This is an optimization exercise on Yosys and OpenROAD, whose aim is small area and a short achievable clock period, not a production implementation. Function was checked by simulation only, so behaviour that the tests miss may differ from the original. Power and IR drop assume default switching activity.

==> module regalu, before the edit <==
module regalu (
    input clk,
    input rst,
    input [3:0] read_reg1,
    input [3:0] read_reg2,
    input [3:0] write_reg,
    input [2:0] alu_ctrl,
    input reg_write,
    input load,
    input [18:0] load_data,
    output [31:0] result,
    output zero
);
    reg [18:0] data [0:15];
    reg [15:0] valid;
    wire [15:0] we, wen, sel1l, sel1h, sel2l, sel2h;
    wire [18:0] an, bn;
    wire [18:0] wdata = load ? load_data : result[18:0];
    rf_wdec dw (.idx(write_reg), .en(reg_write), .we(we), .wen(wen));
    rf_rdec d1l (.idx(read_reg1), .valid(valid), .sel(sel1l));
    rf_rdec d1h (.idx(read_reg1), .valid(valid), .sel(sel1h));
    rf_rdec d2l (.idx(read_reg2), .valid(valid), .sel(sel2l));
    rf_rdec d2h (.idx(read_reg2), .valid(valid), .sel(sel2h));
    always @(posedge clk or posedge rst)
        if (rst) valid <= 16'b0;
        else valid <= valid | we;
    genvar i, j;
    generate
        for (i = 0; i < 16; i = i + 1) begin : w
            wire [18:0] nxt;
            for (j = 0; j < 19; j = j + 1) begin : h
                rf_hold hb (.we(we[i]), .wen(wen[i]), .d(wdata[j]), .q(data[i][j]), .y(nxt[j]));
            end
            always @(posedge clk)
                data[i] <= nxt;
        end
        for (j = 0; j < 19; j = j + 1) begin : r
            wire [15:0] col;
            for (i = 0; i < 16; i = i + 1) begin : c
                assign col[i] = data[i][j];
            end
            rf_rdbit m1 (.sel(j < 10 ? sel1l : sel1h), .d(col), .yn(an[j]));
            rf_rdbit m2 (.sel(j < 10 ? sel2l : sel2h), .d(col), .yn(bn[j]));
        end
    endgenerate
    alu alu_inst (
        .an(an),
        .bn(bn),
        .alu_ctrl(alu_ctrl),
        .result(result),
        .zero(zero)
    );
endmodule
==> flow/config.mk <==
export PLATFORM = sky130hd
export DESIGN_NAME = regalu
export DESIGN_NICKNAME = regalu
export VERILOG_FILES = /design/flow/design.v
export SDC_FILE = /design/flow/constraint.sdc
export NUM_CORES = 4
export LEC_CHECK = 0
export CAP_MARGIN = 20
export CORE_MARGIN = 2
export CORE_UTILIZATION = 55
export CTS_CLUSTER_DIAMETER = 80
export CTS_CLUSTER_SIZE = 24
export SETUP_SLACK_MARGIN = 2.0
export SLEW_MARGIN = 20
export SYNTH_HIERARCHICAL = 1
==> flow/constraint.sdc <==
create_clock -name core_clock -period 8.0 [get_ports {clk}]
set_input_delay 1.6000 -clock core_clock [delete_from_list [all_inputs] [get_ports {clk}]]
set_output_delay 1.6000 -clock core_clock [all_outputs]
set_load 0.01 [all_outputs]
standard.sh (not shown) runs the stock make flow with config.mk's settings and CLKGATE_MAP_FILE= SYNTH_SCRIPT=/design/flow/synth_recipe.tcl, a recipe that flattens the netlist after the stock synthesis.
==> flow/flow/run.sh <==
#!/bin/bash
# Standard ORFS layout with two changes:
#  - the port buffers are made from the smallest buffer cell (the repair
#    steps still resize any of them on a critical path);
#  - after global routing, an area-recovery pass (flow/post_grt.tcl)
#    downsizes cells whose delay does not set the worst slack.
set -e
here=$(cd "$(dirname "$0")" && pwd)
export BUFFER_PORTS_ARGS="-buffer_cell sky130_fd_sc_hd__buf_1"
export POST_GLOBAL_ROUTE_TCL="$here/post_grt.tcl"
bash standard.sh > standard.log 2>&1
Other scripts of this flow, unchanged in this note and not shown: flow/flow/post_grt.tcl, flow/flow/recover.tcl
==> next run, changes <==
--- a/flow/design.v
+++ b/flow/design.v
@@ -319,12 +319,10 @@
     reg [18:0] data [0:15];
     reg [15:0] valid;
-    wire [15:0] we, wen, sel1l, sel1h, sel2l, sel2h;
+    wire [15:0] we, wen, sel1, sel2;
     wire [18:0] an, bn;
     wire [18:0] wdata = load ? load_data : result[18:0];
     rf_wdec dw (.idx(write_reg), .en(reg_write), .we(we), .wen(wen));
-    rf_rdec d1l (.idx(read_reg1), .valid(valid), .sel(sel1l));
-    rf_rdec d1h (.idx(read_reg1), .valid(valid), .sel(sel1h));
-    rf_rdec d2l (.idx(read_reg2), .valid(valid), .sel(sel2l));
-    rf_rdec d2h (.idx(read_reg2), .valid(valid), .sel(sel2h));
+    rf_rdec d1 (.idx(read_reg1), .valid(valid), .sel(sel1));
+    rf_rdec d2 (.idx(read_reg2), .valid(valid), .sel(sel2));
     always @(posedge clk or posedge rst)
         if (rst) valid <= 16'b0;
@@ -345,6 +343,6 @@
                 assign col[i] = data[i][j];
             end
-            rf_rdbit m1 (.sel(j < 10 ? sel1l : sel1h), .d(col), .yn(an[j]));
-            rf_rdbit m2 (.sel(j < 10 ? sel2l : sel2h), .d(col), .yn(bn[j]));
+            rf_rdbit m1 (.sel(sel1), .d(col), .yn(an[j]));
+            rf_rdbit m2 (.sel(sel2), .d(col), .yn(bn[j]));
         end
     endgenerate
=> First-iteration DRC count grows by about 13%; area after synthesis decreases by 2.1%; worst hold slack gets better by 6.6 ps; combinational power stays flat; fmax came out higher by 0.86%; design area climbs by about 0.7%; total power rose by 0.71%; sequential power barely changes.

[re-timing with driven ports]
How much do the figures lean on ideal ports? The routed layouts below were timed once more, with nothing changed but the port constraints. Step 1, drivers: a clkbuf_16 drives clk and a buf_2 each remaining input, both assumed. Step 2 adds t to the input delays and takes it off the output delays; t is the mean of the earliest and latest rising clock arrival at the registers after step 1. Input paths then give back, and output paths get back, about the clock's delay inside the block. a / b / c = no drivers / after step 1 / after step 2; a / b = the first two.
run | t (ns) | setup slack, ns | worst slew at a driven data input, ns | cell pins on the clock port's net
the first run | 0.563 | 1.717 / 1.696 / 1.696 | 0.06 | 1
the second run | 0.579 | 1.771 / 1.744 / 1.744 | 0.06 | 1
After both steps every run listed still meets setup and hold. For the second run, which loses most, drivers alone change the setup slack by -0.027 ns; drivers and shift together by -0.027 ns.
